Context: an optimization exercise on an open-source flow, tuned for small area and a short achievable clock period. The choices shown serve that exercise and are no tape-out recipe.
Only the layout flow was run in this run; the RTL was not checked for function there.
Power is estimated from default activity; no workload was simulated.

**design/flow/design.v**
```verilog
module mac_unit #(
    parameter AW = 16,
    parameter BW = 16,
    parameter ACCW = 40,
    parameter SIGNED = 0
)(
    input  wire clk,
    input  wire rst_n,
    input  wire en,
    input  wire valid_in,
    input  wire [AW-1:0] a,
    input  wire [BW-1:0] b,
    output reg  valid_out,
    output reg  [ACCW-1:0] acc_out
);
  reg [45:0] pr;
  reg valid_reg;
  wire p1;
  wire p2;
  wire p3;
  wire p4;
  wire p5;
  wire p6;
  wire p7;
  wire p8;
  wire p9;
  wire p10;
  wire p11;
  wire p12;
  wire p13;
  wire p14;
  wire p15;
  wire p16;
  wire p17;
  wire p18;
  wire p19;
  wire p20;
  wire p21;
  wire p22;
  wire p23;
  wire p24;
  wire p25;
  wire p26;
  wire p27;
  wire p28;
  wire p29;
  wire p30;
  wire p31;
  wire p32;
  wire p33;
  wire p34;
  wire p35;
  wire p36;
  wire p37;
  wire p38;
  wire p39;
  wire p40;
  wire p41;
  wire p42;
  wire p43;
  wire p44;
  wire p45;
  wire p46;
  wire p47;
  wire p48;
  wire p49;
  wire p50;
  wire p51;
  wire p52;
  wire p53;
  wire p54;
  wire p55;
  wire p56;
  wire p57;
  wire p58;
  wire p59;
  wire p60;
  wire p61;
  wire p62;
  wire p63;
  wire p64;
  wire p65;
  wire p66;
  wire p67;
  wire p68;
  wire p69;
  wire p70;
  wire p71;
  wire p72;
  wire p73;
  wire p74;
  wire p75;
  wire p76;
  wire p77;
  wire p78;
  wire p79;
  wire p80;
  wire p81;
  wire p82;
  wire p83;
  wire p84;
  wire p85;
  wire p86;
  wire p87;
  wire p88;
  wire p89;
  wire p90;
  wire p91;
  wire p92;
  wire p93;
  wire p94;
  wire p95;
  wire p96;
  wire p97;
  wire p98;
  wire p99;
  wire p100;
  wire p101;
  wire p102;
  wire p103;
  wire p104;
  wire p105;
  wire p106;
  wire p107;
  wire p108;
  wire p109;
  wire p110;
  wire p111;
  wire p112;
  wire p113;
  wire p114;
  wire p115;
  wire p116;
  wire p117;
  wire p118;
  wire p119;
  wire p120;
  wire p121;
  wire p122;
  wire p123;
  wire p124;
  wire p125;
  wire p126;
  wire p127;
  wire p128;
  wire p129;
  wire p130;
  wire p131;
  wire p132;
  wire p133;
  wire p134;
  wire p135;
  wire p136;
  wire p137;
  wire p138;
  wire p139;
  wire p140;
  wire p141;
  wire p142;
  wire p143;
  wire p144;
  wire p145;
  wire p146;
  wire p147;
  wire p148;
  wire p149;
  wire p150;
  wire p151;
  wire p152;
  wire p153;
  wire p154;
  wire p155;
  wire p156;
  wire p157;
  wire p158;
  wire p159;
  wire p160;
  wire p161;
  wire p162;
  wire p163;
  wire p164;
  wire p165;
  wire p166;
  wire p167;
  wire p168;
  wire p169;
  wire p170;
  wire p171;
  wire p172;
  wire p173;
  wire p174;
  wire p175;
  wire p176;
  wire p177;
  wire p178;
  wire p179;
  wire p180;
  wire p181;
  wire p182;
  wire p183;
  wire p184;
  wire p185;
  wire p186;
  wire p187;
  wire p188;
  wire p189;
  wire p190;
  wire p191;
  wire p192;
  wire p193;
  wire p194;
  wire p195;
  wire p196;
  wire p197;
  wire p198;
  wire p199;
  wire p200;
  wire p201;
  wire p202;
  wire p203;
  wire p204;
  wire p205;
  wire p206;
  wire p207;
  wire p208;
  wire p209;
  wire p210;
  wire p211;
  wire p212;
  wire p213;
  wire p214;
  wire p215;
  wire p216;
  wire p217;
  wire p218;
  wire p219;
  wire p220;
  wire p221;
  wire p222;
  wire p223;
  wire p224;
  wire p225;
  wire p226;
  wire p227;
  wire p228;
  wire p229;
  wire p230;
  wire p231;
  wire p232;
  wire p233;
  wire p234;
  wire p235;
  wire p236;
  wire p237;
  wire p238;
  wire p239;
  wire p240;
  wire p241;
  wire p242;
  wire p243;
  wire p244;
  wire p245;
  wire p246;
  wire p247;
  wire p248;
  wire p249;
  wire p250;
  wire p251;
  wire p252;
  wire p253;
  wire p254;
  wire p255;
  wire p256;
  wire s257;
  wire c258;
  wire s259;
  wire c260;
  wire s261;
  wire c262;
  wire s263;
  wire c264;
  wire s265;
  wire c266;
  wire s267;
  wire c268;
  wire s269;
  wire c270;
  wire s271;
  wire c272;
  wire s273;
  wire c274;
  wire s275;
  wire c276;
  wire s277;
  wire c278;
  wire s279;
  wire c280;
  wire s281;
  wire c282;
  wire s283;
  wire c284;
  wire s285;
  wire c286;
  wire s287;
  wire c288;
  wire s289;
  wire c290;
  wire s291;
  wire c292;
  wire s293;
  wire c294;
  wire s295;
  wire c296;
  wire s297;
  wire c298;
  wire s299;
  wire c300;
  wire s301;
  wire c302;
  wire s303;
  wire c304;
  wire s305;
  wire c306;
  wire s307;
  wire c308;
  wire s309;
  wire c310;
  wire s311;
  wire c312;
  wire s313;
  wire c314;
  wire s315;
  wire c316;
  wire s317;
  wire c318;
  wire s319;
  wire c320;
  wire s321;
  wire c322;
  wire s323;
  wire c324;
  wire s325;
  wire c326;
  wire s327;
  wire c328;
  wire s329;
  wire c330;
  wire s331;
  wire c332;
  wire s333;
  wire c334;
  wire s335;
  wire c336;
  wire s337;
  wire c338;
  wire s339;
  wire c340;
  wire s341;
  wire c342;
  wire s343;
  wire c344;
  wire s345;
  wire c346;
  wire s347;
  wire c348;
  wire s349;
  wire c350;
  wire s351;
  wire c352;
  wire s353;
  wire c354;
  wire s355;
  wire c356;
  wire s357;
  wire c358;
  wire s359;
  wire c360;
  wire s361;
  wire c362;
  wire s363;
  wire c364;
  wire s365;
  wire c366;
  wire s367;
  wire c368;
  wire s369;
  wire c370;
  wire s371;
  wire c372;
  wire s373;
  wire c374;
  wire s375;
  wire c376;
  wire s377;
  wire c378;
  wire s379;
  wire c380;
  wire s381;
  wire c382;
  wire s383;
  wire c384;
  wire s385;
  wire c386;
  wire s387;
  wire c388;
  wire s389;
  wire c390;
  wire s391;
  wire c392;
  wire s393;
  wire c394;
  wire s395;
  wire c396;
  wire s397;
  wire c398;
  wire s399;
  wire c400;
  wire s401;
  wire c402;
  wire s403;
  wire c404;
  wire s405;
  wire c406;
  wire s407;
  wire c408;
  wire s409;
  wire c410;
  wire s411;
  wire c412;
  wire s413;
  wire c414;
  wire s415;
  wire c416;
  wire s417;
  wire c418;
  wire s419;
  wire c420;
  wire s421;
  wire c422;
  wire s423;
  wire c424;
  wire s425;
  wire c426;
  wire s427;
  wire c428;
  wire s429;
  wire c430;
  wire s431;
  wire c432;
  wire s433;
  wire c434;
  wire s435;
  wire c436;
  wire s437;
  wire c438;
  wire s439;
  wire c440;
  wire s441;
  wire c442;
  wire s443;
  wire c444;
  wire s445;
  wire c446;
  wire s447;
  wire c448;
  wire s449;
  wire c450;
  wire s451;
  wire c452;
  wire s453;
  wire c454;
  wire s455;
  wire c456;
  wire s457;
  wire c458;
  wire s459;
  wire c460;
  wire s461;
  wire c462;
  wire s463;
  wire c464;
  wire s465;
  wire c466;
  wire s467;
  wire c468;
  wire s469;
  wire c470;
  wire s471;
  wire c472;
  wire s473;
  wire c474;
  wire s475;
  wire c476;
  wire s477;
  wire c478;
  wire s479;
  wire c480;
  wire s481;
  wire c482;
  wire s483;
  wire c484;
  wire s485;
  wire c486;
  wire s487;
  wire c488;
  wire s489;
  wire c490;
  wire s491;
  wire c492;
  wire s493;
  wire c494;
  wire s495;
  wire c496;
  wire s497;
  wire c498;
  wire s499;
  wire c500;
  wire s501;
  wire c502;
  wire s503;
  wire c504;
  wire s505;
  wire c506;
  wire s507;
  wire c508;
  wire s509;
  wire c510;
  wire s511;
  wire c512;
  wire s513;
  wire c514;
  wire s515;
  wire c516;
  wire s517;
  wire c518;
  wire s519;
  wire c520;
  wire s521;
  wire c522;
  wire s523;
  wire c524;
  wire s525;
  wire c526;
  wire s527;
  wire c528;
  wire s529;
  wire c530;
  wire s531;
  wire c532;
  wire s533;
  wire c534;
  wire s535;
  wire c536;
  wire s537;
  wire c538;
  wire s539;
  wire c540;
  wire s541;
  wire c542;
  wire s543;
  wire c544;
  wire s545;
  wire c546;
  wire s547;
  wire c548;
  wire s549;
  wire c550;
  wire s551;
  wire c552;
  wire s553;
  wire c554;
  wire s555;
  wire c556;
  wire s557;
  wire c558;
  wire s559;
  wire c560;
  wire s561;
  wire c562;
  wire s563;
  wire c564;
  wire s565;
  wire c566;
  wire s567;
  wire c568;
  wire s569;
  wire c570;
  wire s571;
  wire c572;
  wire s573;
  wire c574;
  wire s575;
  wire c576;
  wire s577;
  wire c578;
  wire s579;
  wire c580;
  wire s581;
  wire c582;
  wire s583;
  wire c584;
  wire s585;
  wire c586;
  wire s587;
  wire c588;
  wire s589;
  wire c590;
  wire s591;
  wire c592;
  wire s593;
  wire c594;
  wire s595;
  wire c596;
  wire s597;
  wire c598;
  wire s599;
  wire c600;
  wire s601;
  wire c602;
  wire s603;
  wire c604;
  wire s605;
  wire c606;
  wire s607;
  wire c608;
  wire s609;
  wire c610;
  wire s611;
  wire c612;
  wire s613;
  wire c614;
  wire s615;
  wire c616;
  wire s617;
  wire c618;
  wire s619;
  wire c620;
  wire s621;
  wire c622;
  wire s623;
  wire c624;
  wire s625;
  wire c626;
  wire s627;
  wire c628;
  wire s629;
  wire c630;
  wire s631;
  wire c632;
  wire s633;
  wire c634;
  wire s635;
  wire c636;
  wire s637;
  wire c638;
  wire s639;
  wire c640;
  wire s641;
  wire c642;
  wire s643;
  wire c644;
  wire s645;
  wire c646;
  wire s647;
  wire c648;
  wire s649;
  wire c650;
  wire s651;
  wire c652;
  wire s653;
  wire c654;
  wire s655;
  wire c656;
  wire s657;
  wire c658;
  wire s659;
  wire c660;
  wire s661;
  wire c662;
  wire s663;
  wire c664;
  wire s665;
  wire c666;
  wire s667;
  wire c668;
  wire s669;
  wire c670;
  wire s671;
  wire c672;
  wire s673;
  wire c674;
  wire s675;
  wire c676;
  wire s677;
  wire c678;
  wire s679;
  wire c680;
  wire s681;
  wire c682;
  wire s683;
  wire c684;
  wire s685;
  wire c686;
  wire s687;
  wire c688;
  wire s689;
  wire c690;
  wire s691;
  wire c692;
  wire s693;
  wire c694;
  wire s695;
  wire c696;
  wire s697;
  wire c698;
  wire s699;
  wire c700;
  wire s701;
  wire c702;
  wire s703;
  wire c704;
  wire s705;
  wire c706;
  wire s707;
  wire c708;
  wire s709;
  wire c710;
  wire s711;
  wire c712;
  wire s713;
  wire c714;
  wire s715;
  wire c716;
  wire s717;
  wire c718;
  wire s719;
  wire c720;
  wire s721;
  wire c722;
  wire s723;
  wire c724;
  wire s725;
  wire c726;
  wire s727;
  wire c728;
  wire s729;
  wire c730;
  wire s731;
  wire c732;
  wire s733;
  wire c734;
  wire s735;
  wire c736;
  assign p1 = a[0] & b[0];
  assign p2 = a[0] & b[1];
  assign p3 = a[0] & b[2];
  assign p4 = a[0] & b[3];
  assign p5 = a[0] & b[4];
  assign p6 = a[0] & b[5];
  assign p7 = a[0] & b[6];
  assign p8 = a[0] & b[7];
  assign p9 = a[0] & b[8];
  assign p10 = a[0] & b[9];
  assign p11 = a[0] & b[10];
  assign p12 = a[0] & b[11];
  assign p13 = a[0] & b[12];
  assign p14 = a[0] & b[13];
  assign p15 = a[0] & b[14];
  assign p16 = a[0] & b[15];
  assign p17 = a[1] & b[0];
  assign p18 = a[1] & b[1];
  assign p19 = a[1] & b[2];
  assign p20 = a[1] & b[3];
  assign p21 = a[1] & b[4];
  assign p22 = a[1] & b[5];
  assign p23 = a[1] & b[6];
  assign p24 = a[1] & b[7];
  assign p25 = a[1] & b[8];
  assign p26 = a[1] & b[9];
  assign p27 = a[1] & b[10];
  assign p28 = a[1] & b[11];
  assign p29 = a[1] & b[12];
  assign p30 = a[1] & b[13];
  assign p31 = a[1] & b[14];
  assign p32 = a[1] & b[15];
  assign p33 = a[2] & b[0];
  assign p34 = a[2] & b[1];
  assign p35 = a[2] & b[2];
  assign p36 = a[2] & b[3];
  assign p37 = a[2] & b[4];
  assign p38 = a[2] & b[5];
  assign p39 = a[2] & b[6];
  assign p40 = a[2] & b[7];
  assign p41 = a[2] & b[8];
  assign p42 = a[2] & b[9];
  assign p43 = a[2] & b[10];
  assign p44 = a[2] & b[11];
  assign p45 = a[2] & b[12];
  assign p46 = a[2] & b[13];
  assign p47 = a[2] & b[14];
  assign p48 = a[2] & b[15];
  assign p49 = a[3] & b[0];
  assign p50 = a[3] & b[1];
  assign p51 = a[3] & b[2];
  assign p52 = a[3] & b[3];
  assign p53 = a[3] & b[4];
  assign p54 = a[3] & b[5];
  assign p55 = a[3] & b[6];
  assign p56 = a[3] & b[7];
  assign p57 = a[3] & b[8];
  assign p58 = a[3] & b[9];
  assign p59 = a[3] & b[10];
  assign p60 = a[3] & b[11];
  assign p61 = a[3] & b[12];
  assign p62 = a[3] & b[13];
  assign p63 = a[3] & b[14];
  assign p64 = a[3] & b[15];
  assign p65 = a[4] & b[0];
  assign p66 = a[4] & b[1];
  assign p67 = a[4] & b[2];
  assign p68 = a[4] & b[3];
  assign p69 = a[4] & b[4];
  assign p70 = a[4] & b[5];
  assign p71 = a[4] & b[6];
  assign p72 = a[4] & b[7];
  assign p73 = a[4] & b[8];
  assign p74 = a[4] & b[9];
  assign p75 = a[4] & b[10];
  assign p76 = a[4] & b[11];
  assign p77 = a[4] & b[12];
  assign p78 = a[4] & b[13];
  assign p79 = a[4] & b[14];
  assign p80 = a[4] & b[15];
  assign p81 = a[5] & b[0];
  assign p82 = a[5] & b[1];
  assign p83 = a[5] & b[2];
  assign p84 = a[5] & b[3];
  assign p85 = a[5] & b[4];
  assign p86 = a[5] & b[5];
  assign p87 = a[5] & b[6];
  assign p88 = a[5] & b[7];
  assign p89 = a[5] & b[8];
  assign p90 = a[5] & b[9];
  assign p91 = a[5] & b[10];
  assign p92 = a[5] & b[11];
  assign p93 = a[5] & b[12];
  assign p94 = a[5] & b[13];
  assign p95 = a[5] & b[14];
  assign p96 = a[5] & b[15];
  assign p97 = a[6] & b[0];
  assign p98 = a[6] & b[1];
  assign p99 = a[6] & b[2];
  assign p100 = a[6] & b[3];
  assign p101 = a[6] & b[4];
  assign p102 = a[6] & b[5];
  assign p103 = a[6] & b[6];
  assign p104 = a[6] & b[7];
  assign p105 = a[6] & b[8];
  assign p106 = a[6] & b[9];
  assign p107 = a[6] & b[10];
  assign p108 = a[6] & b[11];
  assign p109 = a[6] & b[12];
  assign p110 = a[6] & b[13];
  assign p111 = a[6] & b[14];
  assign p112 = a[6] & b[15];
  assign p113 = a[7] & b[0];
  assign p114 = a[7] & b[1];
  assign p115 = a[7] & b[2];
  assign p116 = a[7] & b[3];
  assign p117 = a[7] & b[4];
  assign p118 = a[7] & b[5];
  assign p119 = a[7] & b[6];
  assign p120 = a[7] & b[7];
  assign p121 = a[7] & b[8];
  assign p122 = a[7] & b[9];
  assign p123 = a[7] & b[10];
  assign p124 = a[7] & b[11];
  assign p125 = a[7] & b[12];
  assign p126 = a[7] & b[13];
  assign p127 = a[7] & b[14];
  assign p128 = a[7] & b[15];
  assign p129 = a[8] & b[0];
  assign p130 = a[8] & b[1];
  assign p131 = a[8] & b[2];
  assign p132 = a[8] & b[3];
  assign p133 = a[8] & b[4];
  assign p134 = a[8] & b[5];
  assign p135 = a[8] & b[6];
  assign p136 = a[8] & b[7];
  assign p137 = a[8] & b[8];
  assign p138 = a[8] & b[9];
  assign p139 = a[8] & b[10];
  assign p140 = a[8] & b[11];
  assign p141 = a[8] & b[12];
  assign p142 = a[8] & b[13];
  assign p143 = a[8] & b[14];
  assign p144 = a[8] & b[15];
  assign p145 = a[9] & b[0];
  assign p146 = a[9] & b[1];
  assign p147 = a[9] & b[2];
  assign p148 = a[9] & b[3];
  assign p149 = a[9] & b[4];
  assign p150 = a[9] & b[5];
  assign p151 = a[9] & b[6];
  assign p152 = a[9] & b[7];
  assign p153 = a[9] & b[8];
  assign p154 = a[9] & b[9];
  assign p155 = a[9] & b[10];
  assign p156 = a[9] & b[11];
  assign p157 = a[9] & b[12];
  assign p158 = a[9] & b[13];
  assign p159 = a[9] & b[14];
  assign p160 = a[9] & b[15];
  assign p161 = a[10] & b[0];
  assign p162 = a[10] & b[1];
  assign p163 = a[10] & b[2];
  assign p164 = a[10] & b[3];
  assign p165 = a[10] & b[4];
  assign p166 = a[10] & b[5];
  assign p167 = a[10] & b[6];
  assign p168 = a[10] & b[7];
  assign p169 = a[10] & b[8];
  assign p170 = a[10] & b[9];
  assign p171 = a[10] & b[10];
  assign p172 = a[10] & b[11];
  assign p173 = a[10] & b[12];
  assign p174 = a[10] & b[13];
  assign p175 = a[10] & b[14];
  assign p176 = a[10] & b[15];
  assign p177 = a[11] & b[0];
  assign p178 = a[11] & b[1];
  assign p179 = a[11] & b[2];
  assign p180 = a[11] & b[3];
  assign p181 = a[11] & b[4];
  assign p182 = a[11] & b[5];
  assign p183 = a[11] & b[6];
  assign p184 = a[11] & b[7];
  assign p185 = a[11] & b[8];
  assign p186 = a[11] & b[9];
  assign p187 = a[11] & b[10];
  assign p188 = a[11] & b[11];
  assign p189 = a[11] & b[12];
  assign p190 = a[11] & b[13];
  assign p191 = a[11] & b[14];
  assign p192 = a[11] & b[15];
  assign p193 = a[12] & b[0];
  assign p194 = a[12] & b[1];
  assign p195 = a[12] & b[2];
  assign p196 = a[12] & b[3];
  assign p197 = a[12] & b[4];
  assign p198 = a[12] & b[5];
  assign p199 = a[12] & b[6];
  assign p200 = a[12] & b[7];
  assign p201 = a[12] & b[8];
  assign p202 = a[12] & b[9];
  assign p203 = a[12] & b[10];
  assign p204 = a[12] & b[11];
  assign p205 = a[12] & b[12];
  assign p206 = a[12] & b[13];
  assign p207 = a[12] & b[14];
  assign p208 = a[12] & b[15];
  assign p209 = a[13] & b[0];
  assign p210 = a[13] & b[1];
  assign p211 = a[13] & b[2];
  assign p212 = a[13] & b[3];
  assign p213 = a[13] & b[4];
  assign p214 = a[13] & b[5];
  assign p215 = a[13] & b[6];
  assign p216 = a[13] & b[7];
  assign p217 = a[13] & b[8];
  assign p218 = a[13] & b[9];
  assign p219 = a[13] & b[10];
  assign p220 = a[13] & b[11];
  assign p221 = a[13] & b[12];
  assign p222 = a[13] & b[13];
  assign p223 = a[13] & b[14];
  assign p224 = a[13] & b[15];
  assign p225 = a[14] & b[0];
  assign p226 = a[14] & b[1];
  assign p227 = a[14] & b[2];
  assign p228 = a[14] & b[3];
  assign p229 = a[14] & b[4];
  assign p230 = a[14] & b[5];
  assign p231 = a[14] & b[6];
  assign p232 = a[14] & b[7];
  assign p233 = a[14] & b[8];
  assign p234 = a[14] & b[9];
  assign p235 = a[14] & b[10];
  assign p236 = a[14] & b[11];
  assign p237 = a[14] & b[12];
  assign p238 = a[14] & b[13];
  assign p239 = a[14] & b[14];
  assign p240 = a[14] & b[15];
  assign p241 = a[15] & b[0];
  assign p242 = a[15] & b[1];
  assign p243 = a[15] & b[2];
  assign p244 = a[15] & b[3];
  assign p245 = a[15] & b[4];
  assign p246 = a[15] & b[5];
  assign p247 = a[15] & b[6];
  assign p248 = a[15] & b[7];
  assign p249 = a[15] & b[8];
  assign p250 = a[15] & b[9];
  assign p251 = a[15] & b[10];
  assign p252 = a[15] & b[11];
  assign p253 = a[15] & b[12];
  assign p254 = a[15] & b[13];
  assign p255 = a[15] & b[14];
  assign p256 = a[15] & b[15];
  mac_fa fa1 (.a(p18), .b(p3), .ci(p33), .s(s257), .co(c258));
  mac_fa fa2 (.a(p19), .b(p34), .ci(p4), .s(s259), .co(c260));
  mac_fa fa3 (.a(p49), .b(c258), .ci(s259), .s(s261), .co(c262));
  mac_fa fa4 (.a(p20), .b(p35), .ci(p5), .s(s263), .co(c264));
  mac_fa fa5 (.a(p50), .b(p65), .ci(c260), .s(s265), .co(c266));
  mac_fa fa6 (.a(s263), .b(c262), .ci(s265), .s(s267), .co(c268));
  mac_fa fa7 (.a(p21), .b(p36), .ci(p51), .s(s269), .co(c270));
  mac_fa fa8 (.a(p6), .b(p66), .ci(p81), .s(s271), .co(c272));
  mac_fa fa9 (.a(c264), .b(s269), .ci(s271), .s(s273), .co(c274));
  mac_fa fa10 (.a(c266), .b(s273), .ci(c268), .s(s275), .co(c276));
  mac_fa fa11 (.a(p22), .b(p37), .ci(p52), .s(s277), .co(c278));
  mac_fa fa12 (.a(p67), .b(p7), .ci(p82), .s(s279), .co(c280));
  mac_fa fa13 (.a(p97), .b(c270), .ci(c272), .s(s281), .co(c282));
  mac_fa fa14 (.a(s277), .b(s279), .ci(c274), .s(s283), .co(c284));
  mac_fa fa15 (.a(s281), .b(s283), .ci(c276), .s(s285), .co(c286));
  mac_fa fa16 (.a(p113), .b(p23), .ci(p38), .s(s287), .co(c288));
  mac_fa fa17 (.a(p53), .b(p68), .ci(p8), .s(s289), .co(c290));
  mac_fa fa18 (.a(p83), .b(p98), .ci(c278), .s(s291), .co(c292));
  mac_fa fa19 (.a(c280), .b(s287), .ci(s289), .s(s293), .co(c294));
  mac_fa fa20 (.a(c282), .b(s291), .ci(s293), .s(s295), .co(c296));
  mac_fa fa21 (.a(c284), .b(s295), .ci(c286), .s(s297), .co(c298));
  mac_fa fa22 (.a(p114), .b(p129), .ci(p24), .s(s299), .co(c300));
  mac_fa fa23 (.a(p39), .b(p54), .ci(p69), .s(s301), .co(c302));
  mac_fa fa24 (.a(p84), .b(p9), .ci(p99), .s(s303), .co(c304));
  mac_fa fa25 (.a(c288), .b(c290), .ci(s299), .s(s305), .co(c306));
  mac_fa fa26 (.a(s301), .b(s303), .ci(c292), .s(s307), .co(c308));
  mac_fa fa27 (.a(c294), .b(s305), .ci(s307), .s(s309), .co(c310));
  mac_fa fa28 (.a(c296), .b(s309), .ci(c298), .s(s311), .co(c312));
  mac_fa fa29 (.a(p10), .b(p100), .ci(p115), .s(s313), .co(c314));
  mac_fa fa30 (.a(p130), .b(p145), .ci(p25), .s(s315), .co(c316));
  mac_fa fa31 (.a(p40), .b(p55), .ci(p70), .s(s317), .co(c318));
  mac_fa fa32 (.a(p85), .b(c300), .ci(c302), .s(s319), .co(c320));
  mac_fa fa33 (.a(c304), .b(s313), .ci(s315), .s(s321), .co(c322));
  mac_fa fa34 (.a(s317), .b(c306), .ci(s319), .s(s323), .co(c324));
  mac_fa fa35 (.a(s321), .b(c308), .ci(s323), .s(s325), .co(c326));
  mac_fa fa36 (.a(c310), .b(s325), .ci(c312), .s(s327), .co(c328));
  mac_fa fa37 (.a(p101), .b(p11), .ci(p116), .s(s329), .co(c330));
  mac_fa fa38 (.a(p131), .b(p146), .ci(p161), .s(s331), .co(c332));
  mac_fa fa39 (.a(p26), .b(p41), .ci(p56), .s(s333), .co(c334));
  mac_fa fa40 (.a(p71), .b(p86), .ci(c314), .s(s335), .co(c336));
  mac_fa fa41 (.a(c316), .b(c318), .ci(s329), .s(s337), .co(c338));
  mac_fa fa42 (.a(s331), .b(s333), .ci(c320), .s(s339), .co(c340));
  mac_fa fa43 (.a(c322), .b(s335), .ci(s337), .s(s341), .co(c342));
  mac_fa fa44 (.a(c324), .b(s339), .ci(s341), .s(s343), .co(c344));
  mac_fa fa45 (.a(c326), .b(s343), .ci(c328), .s(s345), .co(c346));
  mac_fa fa46 (.a(p102), .b(p117), .ci(p12), .s(s347), .co(c348));
  mac_fa fa47 (.a(p132), .b(p147), .ci(p162), .s(s349), .co(c350));
  mac_fa fa48 (.a(p177), .b(p27), .ci(p42), .s(s351), .co(c352));
  mac_fa fa49 (.a(p57), .b(p72), .ci(p87), .s(s353), .co(c354));
  mac_fa fa50 (.a(c330), .b(c332), .ci(c334), .s(s355), .co(c356));
  mac_fa fa51 (.a(s347), .b(s349), .ci(s351), .s(s357), .co(c358));
  mac_fa fa52 (.a(s353), .b(c336), .ci(c338), .s(s359), .co(c360));
  mac_fa fa53 (.a(s355), .b(s357), .ci(c340), .s(s361), .co(c362));
  mac_fa fa54 (.a(c342), .b(s359), .ci(s361), .s(s363), .co(c364));
  mac_fa fa55 (.a(c344), .b(s363), .ci(c346), .s(s365), .co(c366));
  mac_fa fa56 (.a(p103), .b(p118), .ci(p13), .s(s367), .co(c368));
  mac_fa fa57 (.a(p133), .b(p148), .ci(p163), .s(s369), .co(c370));
  mac_fa fa58 (.a(p178), .b(p193), .ci(p28), .s(s371), .co(c372));
  mac_fa fa59 (.a(p43), .b(p58), .ci(p73), .s(s373), .co(c374));
  mac_fa fa60 (.a(p88), .b(c348), .ci(c350), .s(s375), .co(c376));
  mac_fa fa61 (.a(c352), .b(c354), .ci(s367), .s(s377), .co(c378));
  mac_fa fa62 (.a(s369), .b(s371), .ci(s373), .s(s379), .co(c380));
  mac_fa fa63 (.a(c356), .b(c358), .ci(s375), .s(s381), .co(c382));
  mac_fa fa64 (.a(s377), .b(s379), .ci(c360), .s(s383), .co(c384));
  mac_fa fa65 (.a(s381), .b(c362), .ci(s383), .s(s385), .co(c386));
  mac_fa fa66 (.a(c364), .b(s385), .ci(c366), .s(s387), .co(c388));
  mac_fa fa67 (.a(p104), .b(p119), .ci(p134), .s(s389), .co(c390));
  mac_fa fa68 (.a(p14), .b(p149), .ci(p164), .s(s391), .co(c392));
  mac_fa fa69 (.a(p179), .b(p194), .ci(p209), .s(s393), .co(c394));
  mac_fa fa70 (.a(p29), .b(p44), .ci(p59), .s(s395), .co(c396));
  mac_fa fa71 (.a(p74), .b(p89), .ci(c368), .s(s397), .co(c398));
  mac_fa fa72 (.a(c370), .b(c372), .ci(c374), .s(s399), .co(c400));
  mac_fa fa73 (.a(s389), .b(s391), .ci(s393), .s(s401), .co(c402));
  mac_fa fa74 (.a(s395), .b(c376), .ci(c378), .s(s403), .co(c404));
  mac_fa fa75 (.a(c380), .b(s397), .ci(s399), .s(s405), .co(c406));
  mac_fa fa76 (.a(s401), .b(c382), .ci(s403), .s(s407), .co(c408));
  mac_fa fa77 (.a(s405), .b(c384), .ci(s407), .s(s409), .co(c410));
  mac_fa fa78 (.a(c386), .b(s409), .ci(c388), .s(s411), .co(c412));
  mac_fa fa79 (.a(p105), .b(p120), .ci(p135), .s(s413), .co(c414));
  mac_fa fa80 (.a(p15), .b(p150), .ci(p165), .s(s415), .co(c416));
  mac_fa fa81 (.a(p180), .b(p195), .ci(p210), .s(s417), .co(c418));
  mac_fa fa82 (.a(p225), .b(p30), .ci(p45), .s(s419), .co(c420));
  mac_fa fa83 (.a(p60), .b(p75), .ci(p90), .s(s421), .co(c422));
  mac_fa fa84 (.a(c390), .b(c392), .ci(c394), .s(s423), .co(c424));
  mac_fa fa85 (.a(c396), .b(s413), .ci(s415), .s(s425), .co(c426));
  mac_fa fa86 (.a(s417), .b(s419), .ci(s421), .s(s427), .co(c428));
  mac_fa fa87 (.a(c398), .b(c400), .ci(c402), .s(s429), .co(c430));
  mac_fa fa88 (.a(s423), .b(s425), .ci(s427), .s(s431), .co(c432));
  mac_fa fa89 (.a(c404), .b(c406), .ci(s429), .s(s433), .co(c434));
  mac_fa fa90 (.a(s431), .b(c408), .ci(s433), .s(s435), .co(c436));
  mac_fa fa91 (.a(c410), .b(s435), .ci(c412), .s(s437), .co(c438));
  mac_fa fa92 (.a(p106), .b(p121), .ci(p136), .s(s439), .co(c440));
  mac_fa fa93 (.a(p151), .b(p16), .ci(p166), .s(s441), .co(c442));
  mac_fa fa94 (.a(p181), .b(p196), .ci(p211), .s(s443), .co(c444));
  mac_fa fa95 (.a(p226), .b(p241), .ci(p31), .s(s445), .co(c446));
  mac_fa fa96 (.a(p46), .b(p61), .ci(p76), .s(s447), .co(c448));
  mac_fa fa97 (.a(p91), .b(c414), .ci(c416), .s(s449), .co(c450));
  mac_fa fa98 (.a(c418), .b(c420), .ci(c422), .s(s451), .co(c452));
  mac_fa fa99 (.a(s439), .b(s441), .ci(s443), .s(s453), .co(c454));
  mac_fa fa100 (.a(s445), .b(s447), .ci(c424), .s(s455), .co(c456));
  mac_fa fa101 (.a(c426), .b(c428), .ci(s449), .s(s457), .co(c458));
  mac_fa fa102 (.a(s451), .b(s453), .ci(c430), .s(s459), .co(c460));
  mac_fa fa103 (.a(s455), .b(c432), .ci(s457), .s(s461), .co(c462));
  mac_fa fa104 (.a(c434), .b(s459), .ci(s461), .s(s463), .co(c464));
  mac_fa fa105 (.a(c436), .b(s463), .ci(c438), .s(s465), .co(c466));
  mac_fa fa106 (.a(p107), .b(p122), .ci(p137), .s(s467), .co(c468));
  mac_fa fa107 (.a(p152), .b(p167), .ci(p182), .s(s469), .co(c470));
  mac_fa fa108 (.a(p197), .b(p212), .ci(p227), .s(s471), .co(c472));
  mac_fa fa109 (.a(p242), .b(p32), .ci(p47), .s(s473), .co(c474));
  mac_fa fa110 (.a(p62), .b(p77), .ci(p92), .s(s475), .co(c476));
  mac_fa fa111 (.a(c440), .b(c442), .ci(c444), .s(s477), .co(c478));
  mac_fa fa112 (.a(c446), .b(c448), .ci(s467), .s(s479), .co(c480));
  mac_fa fa113 (.a(s469), .b(s471), .ci(s473), .s(s481), .co(c482));
  mac_fa fa114 (.a(s475), .b(c450), .ci(c452), .s(s483), .co(c484));
  mac_fa fa115 (.a(c454), .b(s477), .ci(s479), .s(s485), .co(c486));
  mac_fa fa116 (.a(s481), .b(c456), .ci(c458), .s(s487), .co(c488));
  mac_fa fa117 (.a(s483), .b(s485), .ci(c460), .s(s489), .co(c490));
  mac_fa fa118 (.a(c462), .b(s487), .ci(s489), .s(s491), .co(c492));
  mac_fa fa119 (.a(c464), .b(s491), .ci(c466), .s(s493), .co(c494));
  mac_fa fa120 (.a(p108), .b(p123), .ci(p138), .s(s495), .co(c496));
  mac_fa fa121 (.a(p153), .b(p168), .ci(p183), .s(s497), .co(c498));
  mac_fa fa122 (.a(p198), .b(p213), .ci(p228), .s(s499), .co(c500));
  mac_fa fa123 (.a(p243), .b(p48), .ci(p63), .s(s501), .co(c502));
  mac_fa fa124 (.a(p78), .b(p93), .ci(c468), .s(s503), .co(c504));
  mac_fa fa125 (.a(c470), .b(c472), .ci(c474), .s(s505), .co(c506));
  mac_fa fa126 (.a(c476), .b(s495), .ci(s497), .s(s507), .co(c508));
  mac_fa fa127 (.a(s499), .b(s501), .ci(c478), .s(s509), .co(c510));
  mac_fa fa128 (.a(c480), .b(c482), .ci(s503), .s(s511), .co(c512));
  mac_fa fa129 (.a(s505), .b(s507), .ci(c484), .s(s513), .co(c514));
  mac_fa fa130 (.a(s509), .b(c486), .ci(s511), .s(s515), .co(c516));
  mac_fa fa131 (.a(c488), .b(s513), .ci(s515), .s(s517), .co(c518));
  mac_fa fa132 (.a(c490), .b(s517), .ci(c492), .s(s519), .co(c520));
  mac_fa fa133 (.a(p109), .b(p124), .ci(p139), .s(s521), .co(c522));
  mac_fa fa134 (.a(p154), .b(p169), .ci(p184), .s(s523), .co(c524));
  mac_fa fa135 (.a(p199), .b(p214), .ci(p229), .s(s525), .co(c526));
  mac_fa fa136 (.a(p244), .b(p64), .ci(p79), .s(s527), .co(c528));
  mac_fa fa137 (.a(p94), .b(c496), .ci(c498), .s(s529), .co(c530));
  mac_fa fa138 (.a(c500), .b(c502), .ci(s521), .s(s531), .co(c532));
  mac_fa fa139 (.a(s523), .b(s525), .ci(s527), .s(s533), .co(c534));
  mac_fa fa140 (.a(c504), .b(c506), .ci(c508), .s(s535), .co(c536));
  mac_fa fa141 (.a(s529), .b(s531), .ci(s533), .s(s537), .co(c538));
  mac_fa fa142 (.a(c510), .b(c512), .ci(s535), .s(s539), .co(c540));
  mac_fa fa143 (.a(s537), .b(c514), .ci(c516), .s(s541), .co(c542));
  mac_fa fa144 (.a(s539), .b(s541), .ci(c518), .s(s543), .co(c544));
  mac_fa fa145 (.a(p110), .b(p125), .ci(p140), .s(s545), .co(c546));
  mac_fa fa146 (.a(p155), .b(p170), .ci(p185), .s(s547), .co(c548));
  mac_fa fa147 (.a(p200), .b(p215), .ci(p230), .s(s549), .co(c550));
  mac_fa fa148 (.a(p245), .b(p80), .ci(p95), .s(s551), .co(c552));
  mac_fa fa149 (.a(c522), .b(c524), .ci(c526), .s(s553), .co(c554));
  mac_fa fa150 (.a(c528), .b(s545), .ci(s547), .s(s555), .co(c556));
  mac_fa fa151 (.a(s549), .b(s551), .ci(c530), .s(s557), .co(c558));
  mac_fa fa152 (.a(c532), .b(c534), .ci(s553), .s(s559), .co(c560));
  mac_fa fa153 (.a(s555), .b(c536), .ci(s557), .s(s561), .co(c562));
  mac_fa fa154 (.a(c538), .b(s559), .ci(c540), .s(s563), .co(c564));
  mac_fa fa155 (.a(s561), .b(c542), .ci(s563), .s(s565), .co(c566));
  mac_fa fa156 (.a(p111), .b(p126), .ci(p141), .s(s567), .co(c568));
  mac_fa fa157 (.a(p156), .b(p171), .ci(p186), .s(s569), .co(c570));
  mac_fa fa158 (.a(p201), .b(p216), .ci(p231), .s(s571), .co(c572));
  mac_fa fa159 (.a(p246), .b(p96), .ci(c546), .s(s573), .co(c574));
  mac_fa fa160 (.a(c548), .b(c550), .ci(c552), .s(s575), .co(c576));
  mac_fa fa161 (.a(s567), .b(s569), .ci(s571), .s(s577), .co(c578));
  mac_fa fa162 (.a(c554), .b(c556), .ci(s573), .s(s579), .co(c580));
  mac_fa fa163 (.a(s575), .b(s577), .ci(c558), .s(s581), .co(c582));
  mac_fa fa164 (.a(c560), .b(s579), .ci(c562), .s(s583), .co(c584));
  mac_fa fa165 (.a(s581), .b(c564), .ci(s583), .s(s585), .co(c586));
  mac_fa fa166 (.a(p112), .b(p127), .ci(p142), .s(s587), .co(c588));
  mac_fa fa167 (.a(p157), .b(p172), .ci(p187), .s(s589), .co(c590));
  mac_fa fa168 (.a(p202), .b(p217), .ci(p232), .s(s591), .co(c592));
  mac_fa fa169 (.a(p247), .b(c568), .ci(c570), .s(s593), .co(c594));
  mac_fa fa170 (.a(c572), .b(s587), .ci(s589), .s(s595), .co(c596));
  mac_fa fa171 (.a(s591), .b(c574), .ci(c576), .s(s597), .co(c598));
  mac_fa fa172 (.a(c578), .b(s593), .ci(s595), .s(s599), .co(c600));
  mac_fa fa173 (.a(c580), .b(s597), .ci(s599), .s(s601), .co(c602));
  mac_fa fa174 (.a(c582), .b(s601), .ci(c584), .s(s603), .co(c604));
  mac_fa fa175 (.a(p128), .b(p143), .ci(p158), .s(s605), .co(c606));
  mac_fa fa176 (.a(p173), .b(p188), .ci(p203), .s(s607), .co(c608));
  mac_fa fa177 (.a(p218), .b(p233), .ci(p248), .s(s609), .co(c610));
  mac_fa fa178 (.a(c588), .b(c590), .ci(c592), .s(s611), .co(c612));
  mac_fa fa179 (.a(s605), .b(s607), .ci(s609), .s(s613), .co(c614));
  mac_fa fa180 (.a(c594), .b(c596), .ci(s611), .s(s615), .co(c616));
  mac_fa fa181 (.a(s613), .b(c598), .ci(c600), .s(s617), .co(c618));
  mac_fa fa182 (.a(s615), .b(c602), .ci(s617), .s(s619), .co(c620));
  mac_fa fa183 (.a(p144), .b(p159), .ci(p174), .s(s621), .co(c622));
  mac_fa fa184 (.a(p189), .b(p204), .ci(p219), .s(s623), .co(c624));
  mac_fa fa185 (.a(p234), .b(p249), .ci(c606), .s(s625), .co(c626));
  mac_fa fa186 (.a(c608), .b(c610), .ci(s621), .s(s627), .co(c628));
  mac_fa fa187 (.a(s623), .b(c612), .ci(c614), .s(s629), .co(c630));
  mac_fa fa188 (.a(s625), .b(s627), .ci(c616), .s(s631), .co(c632));
  mac_fa fa189 (.a(s629), .b(c618), .ci(s631), .s(s633), .co(c634));
  mac_fa fa190 (.a(p160), .b(p175), .ci(p190), .s(s635), .co(c636));
  mac_fa fa191 (.a(p205), .b(p220), .ci(p235), .s(s637), .co(c638));
  mac_fa fa192 (.a(p250), .b(c622), .ci(c624), .s(s639), .co(c640));
  mac_fa fa193 (.a(s635), .b(s637), .ci(c626), .s(s641), .co(c642));
  mac_fa fa194 (.a(c628), .b(s639), .ci(c630), .s(s643), .co(c644));
  mac_fa fa195 (.a(s641), .b(c632), .ci(s643), .s(s645), .co(c646));
  mac_fa fa196 (.a(p176), .b(p191), .ci(p206), .s(s647), .co(c648));
  mac_fa fa197 (.a(p221), .b(p236), .ci(p251), .s(s649), .co(c650));
  mac_fa fa198 (.a(c636), .b(c638), .ci(s647), .s(s651), .co(c652));
  mac_fa fa199 (.a(s649), .b(c640), .ci(s651), .s(s653), .co(c654));
  mac_fa fa200 (.a(c642), .b(s653), .ci(c644), .s(s655), .co(c656));
  mac_fa fa201 (.a(p192), .b(p207), .ci(p222), .s(s657), .co(c658));
  mac_fa fa202 (.a(p237), .b(p252), .ci(c648), .s(s659), .co(c660));
  mac_fa fa203 (.a(c650), .b(s657), .ci(c652), .s(s661), .co(c662));
  mac_fa fa204 (.a(s659), .b(c654), .ci(s661), .s(s663), .co(c664));
  mac_fa fa205 (.a(p208), .b(p223), .ci(p238), .s(s665), .co(c666));
  mac_fa fa206 (.a(p253), .b(c658), .ci(s665), .s(s667), .co(c668));
  mac_fa fa207 (.a(c660), .b(s667), .ci(c662), .s(s669), .co(c670));
  mac_fa fa208 (.a(p224), .b(p239), .ci(p254), .s(s671), .co(c672));
  mac_fa fa209 (.a(c666), .b(s671), .ci(c668), .s(s673), .co(c674));
  mac_fa fa210 (.a(p240), .b(p255), .ci(c672), .s(s675), .co(c676));
  mac_fa fa211 (.a(acc_out[1]), .b(pr[1]), .ci(pr[2]), .s(s677), .co(c678));
  mac_fa fa212 (.a(acc_out[2]), .b(pr[3]), .ci(c678), .s(s679), .co(c680));
  mac_fa fa213 (.a(acc_out[3]), .b(pr[4]), .ci(c680), .s(s681), .co(c682));
  mac_fa fa214 (.a(acc_out[4]), .b(pr[5]), .ci(c682), .s(s683), .co(c684));
  mac_fa fa215 (.a(acc_out[5]), .b(pr[6]), .ci(c684), .s(s685), .co(c686));
  mac_fa fa216 (.a(acc_out[6]), .b(pr[7]), .ci(c686), .s(s687), .co(c688));
  mac_fa fa217 (.a(acc_out[7]), .b(pr[8]), .ci(c688), .s(s689), .co(c690));
  mac_fa fa218 (.a(acc_out[8]), .b(pr[9]), .ci(c690), .s(s691), .co(c692));
  mac_fa fa219 (.a(acc_out[9]), .b(pr[10]), .ci(c692), .s(s693), .co(c694));
  mac_fa fa220 (.a(acc_out[10]), .b(pr[11]), .ci(c694), .s(s695), .co(c696));
  mac_fa fa221 (.a(acc_out[11]), .b(pr[12]), .ci(c696), .s(s697), .co(c698));
  mac_fa fa222 (.a(acc_out[12]), .b(pr[13]), .ci(c698), .s(s699), .co(c700));
  mac_fa fa223 (.a(acc_out[13]), .b(pr[14]), .ci(c700), .s(s701), .co(c702));
  mac_fa fa224 (.a(acc_out[14]), .b(pr[15]), .ci(c702), .s(s703), .co(c704));
  mac_fa fa225 (.a(acc_out[15]), .b(pr[16]), .ci(c704), .s(s705), .co(c706));
  mac_fa fa226 (.a(acc_out[16]), .b(pr[17]), .ci(c706), .s(s707), .co(c708));
  mac_fa fa227 (.a(acc_out[17]), .b(pr[18]), .ci(pr[19]), .s(s709), .co(c710));
  mac_fa fa228 (.a(acc_out[18]), .b(pr[20]), .ci(pr[21]), .s(s711), .co(c712));
  mac_fa fa229 (.a(acc_out[19]), .b(pr[22]), .ci(pr[23]), .s(s713), .co(c714));
  mac_fa fa230 (.a(acc_out[20]), .b(pr[24]), .ci(pr[25]), .s(s715), .co(c716));
  mac_fa fa231 (.a(acc_out[21]), .b(pr[26]), .ci(pr[27]), .s(s717), .co(c718));
  mac_fa fa232 (.a(acc_out[22]), .b(pr[28]), .ci(pr[29]), .s(s719), .co(c720));
  mac_fa fa233 (.a(acc_out[23]), .b(pr[30]), .ci(pr[31]), .s(s721), .co(c722));
  mac_fa fa234 (.a(acc_out[24]), .b(pr[32]), .ci(pr[33]), .s(s723), .co(c724));
  mac_fa fa235 (.a(acc_out[25]), .b(pr[34]), .ci(pr[35]), .s(s725), .co(c726));
  mac_fa fa236 (.a(acc_out[26]), .b(pr[36]), .ci(pr[37]), .s(s727), .co(c728));
  mac_fa fa237 (.a(acc_out[27]), .b(pr[38]), .ci(pr[39]), .s(s729), .co(c730));
  mac_fa fa238 (.a(acc_out[28]), .b(pr[40]), .ci(pr[41]), .s(s731), .co(c732));
  mac_fa fa239 (.a(acc_out[29]), .b(pr[42]), .ci(pr[43]), .s(s733), .co(c734));
  mac_fa fa240 (.a(acc_out[30]), .b(pr[44]), .ci(pr[45]), .s(s735), .co(c736));
  wire [39:0] ra = {acc_out[39], acc_out[38], acc_out[37], acc_out[36], acc_out[35], acc_out[34], acc_out[33], acc_out[32], acc_out[31], c734, c732, c730, c728, c726, c724, c722, c720, c718, c716, c714, c712, c710, s709, s707, s705, s703, s701, s699, s697, s695, s693, s691, s689, s687, s685, s683, s681, s679, s677, acc_out[0]};
  wire [39:0] rb = {1'b0, 1'b0, 1'b0, 1'b0, 1'b0, 1'b0, 1'b0, 1'b0, c736, s735, s733, s731, s729, s727, s725, s723, s721, s719, s717, s715, s713, s711, c708, 1'b0, 1'b0, 1'b0, 1'b0, 1'b0, 1'b0, 1'b0, 1'b0, 1'b0, 1'b0, 1'b0, 1'b0, 1'b0, 1'b0, 1'b0, 1'b0, pr[0]};
  wire [39:0] sum = ra + rb;
  always @(posedge clk) begin
    pr <= {c676, p256, c674, s675, c670, s673, s669, c664, c656, s663, s655, c646, s645, c634, c620, s633, c604, s619, s603, c586, s585, c566, s565, c544, c520, s543, c494, s519, s493, s465, s437, s411, s387, s365, s345, s327, s311, s297, s285, s275, s267, s261, s257, p2, p17, p1};
    valid_reg <= valid_in & rst_n;
  end
  always @(posedge clk) begin
    if (!rst_n) begin
      acc_out <= 40'd0;
      valid_out <= 1'b0;
    end else begin
      valid_out <= valid_reg;
      if (en && valid_reg)
        acc_out <= sum;
    end
  end
endmodule
module mac_fa (input wire a, input wire b, input wire ci,
               output wire s, output wire co);
  assign s = a ^ b ^ ci;
  assign co = (a & b) | (a & ci) | (b & ci);
endmodule
module mac_ha (input wire a, input wire b, output wire s, output wire co);
  assign s = a ^ b;
  assign co = a & b;
endmodule
```
**design/flow/run.sh**
```bash
#!/bin/bash
# synth_recipe.tcl (not shown) runs the flow's synth.tcl, then flattens the netlist and writes it again
# the make line also repeats each setting of config.mk as NAME=value (left out here)
make -C /OpenROAD-flow-scripts/flow DESIGN_CONFIG=/design/flow/config.mk WORK_HOME=/design/flow/orfs CLKGATE_MAP_FILE= SYNTH_SCRIPT=/design/flow/synth_recipe.tcl finish
```
**design/flow/config.mk**
```make
export PLATFORM = sky130hd
export DESIGN_NAME = mac_unit
export DESIGN_NICKNAME = mac_unit
export VERILOG_FILES = /design/flow/design.v
export SDC_FILE = /design/flow/constraint.sdc
export NUM_CORES = 4
export LEC_CHECK = 0
export CAP_MARGIN = 20
export CORE_MARGIN = 2
export CORE_UTILIZATION = 40
export SLEW_MARGIN = 20
export SYNTH_HIERARCHICAL = 1
export SYNTH_MINIMUM_KEEP_SIZE = 0
```
**design/flow/constraint.sdc**
```tcl
create_clock -name core_clock -period 7.0 [get_ports {clk}]
set_input_delay 1.4000 -clock core_clock [delete_from_list [all_inputs] [get_ports {clk}]]
set_output_delay 1.4000 -clock core_clock [all_outputs]
set_load 0.01 [all_outputs]
```
==> results.toml <==
[finish]
n_fill_cell = 2261
regMostFlops = "pr"
final_net_count = 1353
largest_register_ffs = 46
area_delta_synth_final_pct = 22.4
top_regs = "pr (46), acc_out (40)"
final_layout_size_suffix_gt1_frac = 0.187
insertedDiodeCount = 0
post-route-cell-area_um2 = 12700

[pwr]
power.ir.vdd_worst_v = 0.000220
clock_power_frac = 0.109
internal_power_mw = 2.43
net-switching-power_mw = 2.02
power_frac_comb = 0.715
power.switching_fraction = 0.453
total_leakage_power_nw = 5.17
pwr_density_cell_nw_per_um2 = 350
share_seq_of_total_power = 0.176
finalPower_mw = 4.45

[cts]
cts_root_buffer = "sky130_fd_sc_hd__clkbuf_16"
h_tree_level_count = 3
clockBufferDepth = 2
tritoncts_num_sinks = 88
cts_hold_buf = 0
clkLatencyLatePin_ps = 340
cts_tree = "yes"
cts-buffers-inserted = 9
cts.reportedPaths.clkPinSlew_ps = 70

[timing]
timing.slew.headroom = 0.357
postLayoutSetupSlackWorst_ps = -561
setup-violations-final = 23
skew_ps = 14.8
tns_ps = -9170
grt_setup_unrepaired = "true"
max_freq_mhz = 132
timing_max_transition_violations_final = 0
finalCriticalPeriod_ps = 7560
tightestPinTransition_ps = 958
timing.final.crit_share = 1.08
timing_hold_violations_final = 0

[place]
pre_cts_ws_ps = -814
hpwlAfterDp_um = 23000
io_buffers = 76
placed_area_um2 = 12100
gp_congestion = 0.897

[synth]
postSynth.asyncResetShare = 0
count_of_flip_flops_with_a_built_in_enable_after_synthesis = 0
syn_area_um2 = 10400
synth_top_family_by_area = "adder cells"
synth_compound_gate_area_share = 0.0716
synthXorXnorAreaFrac = 0.0160
synth-seq-area-share = 0.170
yosys.area_share.simple = 0.229
synth.net_count = 1229
synthDistinctLibCells = 62
synth.avg_cell_area_um2 = 11.1
synthesis.yosys.warnings = 7
synth-seq-cells = 88
synth_flop_cell = "sky130_fd_sc_hd__dfxtp_1"
synthAdderAreaFrac = 0.483
post_synth_mux_area_share = 0.00771
synthesis.instances = 936

[flow_run]
drv.max_cap_violation_count = 0

[route]
routed_wire_length_per_instance_um = 21.1
route.detailed.vias_per_inst = 5.35
first_pass_iters = 5
vias = 7460
remaining_drc_errors = 0
drt-total-wl_um = 29400
drt_iter0_drc = 463
drt.antenna.violating_nets = 0

[global_route]
first_global_vias = 8137
global_route.peak_usage_layer = "met2"
grt_first_pass_wirelength_um = 46800
grt.total_usage = 0.230
grt_max_degree = 52
met3_usage = 0.0310
grt_overflow = 0
antenna_found_initial = 2
globalRouteMet1Util = 0.320
grtUsageMet2 = 0.370

[floorplanning]
floorplan.io_pins = 77
dieWidth_um = 165
row_count = 58
die_height_um = 165
fp.coreArea_um2 = 25300
start_util = 0.410
die_area_um2 = 27300

[critical_path]
worstSetupEndpointType = "flip-flop"
startpoint_type = "flip-flop"
crit_path_max_fanout = 2
crit_required_ps = 7240
setup.worst_path.class = "reg2reg"
arrival_ps = 7800

[min_path]
worstHoldPathType = "reg2reg"

[status]
result_of_the_run = "failed layout checks"
so_faults = "setup timing"
==> power by group through the flow <==
stage,logic [mW],registers [mW],clock network (mW)
after floorplan,2.07,0.783,0
after global placement,2.87,0.795,0
after detailed placement,2.91,0.797,0
after CTS,3.08,0.787,0.498
after global routing,3.56,0.806,0.523
final,3.18,0.784,0.485
==> cell type report <==
cell class / instances / area [um2] / share of cell area
sequential: 88 / 1760 / 0.139
tap: 330 / 413 / 0.0325
clock buffer: 9 / 225 / 0.0177
clock inverter: 7 / 77.6 / 0.00610
multi-input combinational: 791 / 8760 / 0.689
timing repair buffer: 164 / 1460 / 0.114
inverter: 6 / 22.5 / 0.00177
==> through the flow <==
stage,utilization,instances,hold WS (ps)
final,0.502,1395,471
after global routing,0.502,1395,499
after CTS,0.496,1391,472
after detailed placement,0.477,1367,455
after global placement,0.477,1367,453
after floorplan,-,936,448
==> modules after synthesis, one instance, submodules excluded <==
module / area (um2) / flip-flops and latches
mac_unit: 5590 / 88
mac_fa: 20.0 / 0
==> metal layers <==
metal	vias up	part of all wire
met4	0	0.029
met5	-	0
met3	41	0.056
li1	3307	-
met2	233	0.46
met1	3879	0.45
==> cells by family (layout without fill, tap and decap cells) <==
| logic type | Yosys count | after routing |
|---|---|---|
| mux | 8 | 8 |
| flops | 88 | 88 |
| fa+ha+maj | 257 | 257 |
| compound gates | 108 | 108 |
| buf+inv | 57 | 186 |
| simple gates | 399 | 399 |
| xor+xnor | 19 | 19 |
==> synthesized netlist by cell type, drive strengths merged (11+ instances only) <==
master  instances  share of area
fa            240           0.46
clkbuf         46          0.018
a21oi          25          0.012
a211oi         18          0.013
dfxtp          88           0.17
nand3          19          0.011
and2          262           0.16
xnor2          11         0.0093
nand2          39          0.014
nor2           28          0.010
ha             17          0.020
o21ai          16         0.0077
==> worst max-delay path: stages (launching register included) <==
cell                       delay, ps
sky130_fd_sc_hd__dfxtp_2         330
sky130_fd_sc_hd__fa_2            380
sky130_fd_sc_hd__fa_2            350
sky130_fd_sc_hd__fa_2            350
sky130_fd_sc_hd__fa_2            350
sky130_fd_sc_hd__fa_2            350
sky130_fd_sc_hd__fa_2            350
sky130_fd_sc_hd__fa_2            340
sky130_fd_sc_hd__fa_2            340
sky130_fd_sc_hd__fa_2            340
sky130_fd_sc_hd__fa_2            350
sky130_fd_sc_hd__fa_2            350
sky130_fd_sc_hd__fa_2            350
sky130_fd_sc_hd__fa_2            340
sky130_fd_sc_hd__fa_2            350
sky130_fd_sc_hd__fa_2            360
sky130_fd_sc_hd__fa_2            360
sky130_fd_sc_hd__ha_4            180
sky130_fd_sc_hd__a211oi_4        220
sky130_fd_sc_hd__o21ai_1         100
sky130_fd_sc_hd__o211ai_1        190
sky130_fd_sc_hd__a211oi_2        140
sky130_fd_sc_hd__or4_1           470
sky130_fd_sc_hd__a41o_1          230
==> path summary, 6_finish.rpt <==
path	startpoint	end	slack, ps	cells past startpoint
hold reg to reg	acc_out[39]	acc_out[39]	470	2
hold / removal	acc_out[39]	acc_out[39]	470	2
setup / recovery	acc_out[1]	acc_out[31]	-560	23
setup reg to reg	acc_out[1]	acc_out[31]	-560	23
==> cells in the final DEF, fill, tap and decap left out, types with 9 or more instances in the layout <==
cell	instances
sky130_fd_sc_hd__clkdlybuf4s50_1	62
sky130_fd_sc_hd__buf_6	15
sky130_fd_sc_hd__xnor2_1	11
sky130_fd_sc_hd__ha_1	16
sky130_fd_sc_hd__nor3_1	10
sky130_fd_sc_hd__nand3_1	16
sky130_fd_sc_hd__and3_1	10
sky130_fd_sc_hd__nor2_1	27
sky130_fd_sc_hd__buf_4	76
sky130_fd_sc_hd__a211oi_1	15
sky130_fd_sc_hd__a21oi_1	18
sky130_fd_sc_hd__nand2_1	38
sky130_fd_sc_hd__fa_2	34
sky130_fd_sc_hd__dfxtp_1	87
sky130_fd_sc_hd__clkbuf_16	9
sky130_fd_sc_hd__fa_1	206
sky130_fd_sc_hd__o21ai_0	11
sky130_fd_sc_hd__and2_1	249
sky130_fd_sc_hd__and2_4	12
==> what timing repair did <==
| item | CTS | global route |
|---|---|---|
| buffers inserted | 8 | 4 |
| pin swaps | 28 | 22 |
| setup endpoints to repair | 24 | 26 |
| resized for setup | 55 | 35 |

==> what the ideal ports hide <==
No port has a modelled driver above. Below, the same layout with a new extraction and two added sets of constraints. Step 1 sets driving cells, clkbuf_16 on the clock port and buf_2 on the other inputs (assumed; they add their load-dependent delay and slew). Step 2 times the ports against the registers' clock, not the clock port: input delays grow and output delays shrink by t, the midpoint of the rising clock arrivals with the driver on. Slacks: ideal / step 1 / step 2; pairs: ideal / step 1.
shift t [ns]: 0.378
setup WS [ns]: -0.561 / -0.561 / -0.561
clock arrival spread, ns: 0.014 / 0.015
For this run, drivers alone change the setup slack by 0.000 ns; drivers and shift together by 0.000 ns.
